What follows belongs to an exercise in optimizing a design on an open flow for small area and a short achievable clock period; a production flow would make more cautious choices.
Function was checked by simulation only, so behaviour that the tests miss may differ from the original.
No activity file was given, so power comes from the tool's default toggle rates.

==> inputs of job 4624 <==
==> flow/design.v (excerpt) <==
module ALU_TOP #(parameter width_top = 16) (A, B, ALU_FUN,
    CLK,RST,
    ARITH_OUT,
    LOGIC_OUT,
    CMP_OUT,
    SHIFT_OUT,
    CARRY_OUT,
    ARITH_FLAG_OUT,
    LOGIC_FLAG_OUT,
    CMP_FLAG_OUT,
    SHIFT_FLAG_OUT
    );
clock: 130.0 ns
lec_check: 0
cap_margin: 20
core_margin: 2
core_utilization: 75
place_density: 0.85
slew_margin: 20
synth_hierarchical: 1
standard.sh (not shown) runs the stock make flow with config.mk's settings and CLKGATE_MAP_FILE= SYNTH_SCRIPT=/design/flow/synth_recipe.tcl, a recipe that flattens the netlist after the stock synthesis.
==> flow/flow/run.sh <==
#!/bin/bash
# Own layout flow: the standard flow (standard.sh) with two changes made
# through the environment the ORFS scripts read:
#  - the port buffers are sky130_fd_sc_hd__buf_1 instead of the flow's
#    default choice (every input and output port still gets its buffer);
#  - repair_timing aims for 89 ns of setup slack instead of 0, so that it
#    sizes up and buffers the longest paths (the SDC is unchanged).
# The make run's whole output goes to flow_make.log in this folder; ORFS keeps
# each step's full log under orfs/logs/.
set -euo pipefail
export BUFFER_PORTS_ARGS="-buffer_cell sky130_fd_sc_hd__buf_1"
export SETUP_SLACK_MARGIN=89
bash standard.sh > flow_make.log 2>&1
==> job 5986: changes against job 4624 <==
==> flow/run.sh (new file) <==
#!/bin/bash
# synth_recipe.tcl (not shown) runs the flow's synth.tcl, then flattens the netlist and writes it again
# the make line also repeats each setting of config.mk as NAME=value (left out here)
make -C /OpenROAD-flow-scripts/flow DESIGN_CONFIG=/design/flow/config.mk WORK_HOME=/design/flow/orfs CLKGATE_MAP_FILE= SYNTH_SCRIPT=/design/flow/synth_recipe.tcl finish
- CORE_UTILIZATION: 75 -> 40
- PLACE_DENSITY: 0.85 -> unset
removed: flow/flow/run.sh
removed: flow/standard.sh
==> job 157: changes against job 4624 <==
==> flow/flow/run.sh (replaced) <==
#!/bin/bash
# Own layout flow: the standard flow (standard.sh), except that the port
# buffers are sky130_fd_sc_hd__buf_1 instead of the flow's default choice.
# The whole make run's output goes to flow_make.log; ORFS keeps each step's
# log under orfs/logs/.
set -euo pipefail
export BUFFER_PORTS_ARGS="-buffer_cell sky130_fd_sc_hd__buf_1"
export SETUP_SLACK_MARGIN=90
bash standard.sh > flow_make.log 2>&1
- CORE_UTILIZATION: 75 -> 60
- PLACE_DENSITY: 0.85 -> 0.72
==> job 3624: changes against job 4624 <==
--- a/flow/flow/run.sh
+++ b/flow/flow/run.sh
@@ -11,3 +11,4 @@
 export BUFFER_PORTS_ARGS="-buffer_cell sky130_fd_sc_hd__buf_1"
 export SETUP_SLACK_MARGIN=89
+export RECOVER_POWER=80
 bash standard.sh > flow_make.log 2>&1
- CORE_UTILIZATION: 75 -> 60
- PLACE_DENSITY: 0.85 -> 0.72
==> comparison <==
Against job 3624, the power of job 4624 is higher by 4.1%.
Between job 157 and job 3624, the lower utilization is in job 3624 (gap 3.5 points).
In job 3624 the sequential power is smaller than in job 4624, by about 3%.
Combinational power: job 5986 is larger than job 3624 (about 4%).
Clock-buffer cell count: job 157 is lower than job 5986 (1).
Between job 157 and job 5986, the lower first-iteration DRC count is in job 5986 (gap about 46%, measured against job 5986).
Job 3624 completed and failed the layout checks on capacitance limit, slew limit. Job 4624 finished clean. Job 5986 ran to the end with no violations. Job 157 completed without violations.
Sequential share of layout area: job 5986 < job 157 < job 3624 < job 4624.
Flip-flop and latch count is the same in job 157 and job 3624.
Of job 4624 and job 5986, job 4624 has the higher via count (gap 7.6%, measured against job 5986).
Of job 4624 and job 157, job 4624 has the higher hold slack (gap 0.019 ns).
==> figures <==
item	job 157	job 3624	job 5986	job 4624
Status	no timing/DRC/antenna violations	complete, but fails checks	no timing/DRC/antenna violations	no timing/DRC/antenna violations
Reasons for failing layout checks	-	capacitance limit, slew limit	-	-
Number of vias per cell	6.275	6.158	5.567	6.624
Initial Util	60.91%	60.91%	40.28%	75.72%
Total number of vias	14120	13610	13260	14260
Seq/total area	6.355%	6.610%	6.341%	6.613%
Dpl ws	88.10 ns	88.10 ns	87.49 ns	88.22 ns
Power per Cell Area	12.48 mW/mm^2	12.52 mW/mm^2	12.40 mW/mm^2	13.03 mW/mm^2
Core Rows	60	60	74	54
Vias in the first global route	14230	14050	13980	14570
WL met2	23760 microns	22340 microns	23790 microns	22380 microns
Layout cells sized above 1	14.41%	8.614%	6.436%	9.610%
Global routing usage summed across all routing layers	35.11%	34.18%	24.43%	43.35%
Sequential power share	8.3%	8.7%	8.6%	8.6%
Critical Path Slowest Stage Cell	sky130_fd_sc_hd__fa_1	sky130_fd_sc_hd__clkbuf_1	sky130_fd_sc_hd__dfxtp_1	sky130_fd_sc_hd__fa_1
Final area over synthesized area	1.1196x	1.0615x	1.1040x	1.0621x
Count of pins over their slew limit	0	189	0	0
Dpl cell area	0.01689 sq mm	0.01689 sq mm	0.01791 sq mm	0.01682 sq mm
Worst setup path end	ARITH_OUT[31]	ARITH_OUT[0]	ARITH_OUT[0]	ARITH_OUT[31]
Launch point of the critical path	a_r[1]$_DFF_P_	b_r[4]$_DFF_P_	b_r[3]$_DFF_P_	b_r[4]$_DFF_P_
Placed wire-length estimate after detailed placement	35370 microns	35370 microns	37670 microns	35980 microns
Global Route met1 Usage	45.96%	44.94%	32.28%	54.63%

---

==> inputs of v33 <==
Starting RTL as in the previous note.
## ALU_TOP
module ALU_TOP #(parameter width_top = 16) (A, B, ALU_FUN,
    CLK,RST,
    ARITH_OUT,
    LOGIC_OUT,
    CMP_OUT,
    SHIFT_OUT,
    CARRY_OUT,
    ARITH_FLAG_OUT,
    LOGIC_FLAG_OUT,
    CMP_FLAG_OUT,
    SHIFT_FLAG_OUT
    );
    input [width_top-1:0] A;
    input [width_top-1:0] B;
    input [3:0] ALU_FUN;
    input CLK;
    input RST;
    output [2*width_top-1:0] ARITH_OUT;
    output [2*width_top-1:0] LOGIC_OUT;
    output [2*width_top-1:0] CMP_OUT;
    output [2*width_top-1:0] SHIFT_OUT;
    output CARRY_OUT;
    output ARITH_FLAG_OUT;
    output LOGIC_FLAG_OUT;
    output CMP_FLAG_OUT;
    output SHIFT_FLAG_OUT;
    reg        arith_flag, logic_flag, cmp_flag, shift_flag;
    reg [1:0]  op_r;
    reg [15:0] a_r, b_r;
    reg [8:0]  dq_r;      
    reg [8:0]  dr_r;      
    wire [15:7] dq_hi_w;
    wire [8:0] dr_hi;
    wire n1 = ~B[0];
    wire n2 = A[15] & n1;
    wire n3 = A[15] ^ n1;
    wire n4 = n2 | n3;
    wire n5 = n3 ^ 1'b1;
    wire n6 = ~|B[15:1];
    wire ge7 = n4 & n6;
    assign dq_hi_w[15] = ge7;
    wire n8 = ge7 ? n5 : A[15];
    wire n9 = ~B[0];
    wire n10 = ~B[1];
    wire n11 = A[14] & n9;
    wire n12 = n8 & n10;
    wire n13 = A[14] ^ n9;
    wire n14 = n8 ^ n10;
    wire n15 = n11 | n13;
    wire n16 = n12 | (n14 & n15);
    wire n17 = n14 & n13;
    wire n18 = n13 ^ 1'b1;
    wire n19 = n14 ^ n15;
    wire n20 = ~|B[15:2];
    wire ge21 = n16 & n20;
    assign dq_hi_w[14] = ge21;
    wire n22 = ge21 ? n18 : A[14];
    wire n23 = ge21 ? n19 : n8;
    wire n24 = ~B[0];
    wire n25 = ~B[1];
  ...
==> flow/config.mk <==
export PLATFORM = sky130hd
export DESIGN_NAME = ALU_TOP
export DESIGN_NICKNAME = ALU_TOP
export VERILOG_FILES = /design/flow/design.v
export SDC_FILE = /design/flow/constraint.sdc
export NUM_CORES = 4
export LEC_CHECK = 0
export CAP_MARGIN = 20
export CORE_MARGIN = 2
export CORE_UTILIZATION = 40
export SLEW_MARGIN = 20
export SYNTH_HIERARCHICAL = 1
==> flow/constraint.sdc <==
create_clock -name core_clock -period 130.0 [get_ports {CLK}]
set_input_delay 26.0000 -clock core_clock [delete_from_list [all_inputs] [get_ports {CLK}]]
set_output_delay 26.0000 -clock core_clock [all_outputs]
set_load 0.01 [all_outputs]
==> flow/flow/run.sh <==
#!/bin/bash
# Own layout flow: the standard flow (standard.sh), except that the port
# buffers are sky130_fd_sc_hd__buf_1 instead of the flow's default choice.
# The whole make run's output goes to flow_make.log; ORFS keeps each step's
# log under orfs/logs/.
set -euo pipefail
export BUFFER_PORTS_ARGS="-buffer_cell sky130_fd_sc_hd__buf_1"
export SETUP_SLACK_MARGIN=91
export TNS_END_PERCENT=0
bash standard.sh > flow_make.log 2>&1
==> v29 (differences from v33) <==
--- a/flow/flow/run.sh
+++ b/flow/flow/run.sh
@@ -6,5 +6,3 @@
 set -euo pipefail
 export BUFFER_PORTS_ARGS="-buffer_cell sky130_fd_sc_hd__buf_1"
-export SETUP_SLACK_MARGIN=91
-export TNS_END_PERCENT=0
 bash standard.sh > flow_make.log 2>&1
- CORE_UTILIZATION: 40 -> 60
- PLACE_DENSITY: not set -> 0.72
==> impl_metrics.ini <==
[outcome]
outcome = finished clean

[cells_and_area]
final_nets = 2455
seq_share = 0.0597

[grt]
met3_usage = 0.0478

[sta]
relSlewSlack = 0.349
tightest_slew_ps = 966

[pwr]
finalPower_mw = 0.241
peakVddDrop_mv = 0.0138
p_seq_frac = 0.079
the above is filed under v33

==> impl_metrics.ini <==
[outcome]
outcome = finished clean

[floorplan]
rows = 60

[cells_and_area]
n_all_inverters = 108
seq_cells = 56
seq_share = 0.0672
reg_top3 = a_r: 16 flops, b_r: 16 flops

[grt]
met3_usage = 0.0833

[sta]
tightest_slew_ps = 1040
relSlewSlack = 0.304

[route]
remaining_drc_errors = 0

[clocking]
post_cts_resized = 0

[critical_path]
path_class = reg -> out
crit_path_top_delay_cell = dfxtp_1

[yosys]
ys_ff_latch = 56
synth_flop_cell = dfxtp_1
avgSynthCellArea_um2 = 9.17

[pwr]
finalPower_mw = 0.216
p_seq_frac = 0.088
peakVddDrop_mv = 0.0124
the above is filed under v29

[separate check: timing with driven ports]
In the flow no input, the clock included, has a driving cell. The finished layouts below were timed again as built, in two steps. Step 1: set_driving_cell puts a clkbuf_16 on CLK and a buf_2 on each other input, an assumption about the parent block. Step 2 adds t to the input delays and takes it off the output delays; t is the mean of the earliest and latest rising clock arrival at the registers after step 1. Input paths then give back, and output paths get back, about the clock's delay inside the block. Three values: ideal ports, drivers, drivers and shift; two values: the first two.
run	t (ns)	slack for setup (ns)	worst hold slack (ns)	worst register clock-pin slew, ns	cell pins on the clock port's net
job 4624	0.343	89.428 / 89.389 / 89.732	25.519 / 25.502 / 25.844	0.09 / 0.09	1
job 5986	0.360	86.983 / 86.936 / 87.296	25.879 / 25.861 / 26.221	0.08 / 0.08	1
job 157	0.356	90.286 / 90.241 / 90.535	25.500 / 25.484 / 25.840	0.09 / 0.09	1
job 3624	0.358	87.259 / 87.214 / 87.572	25.497 / 25.479 / 25.837	0.09 / 0.09	1
v33	0.360	91.086 / 91.039 / 91.270	25.506 / 25.499 / 25.860	0.09 / 0.09	1
v29	0.357	87.503 / 87.459 / 87.816	25.497 / 25.481 / 25.838	0.09 / 0.09	1
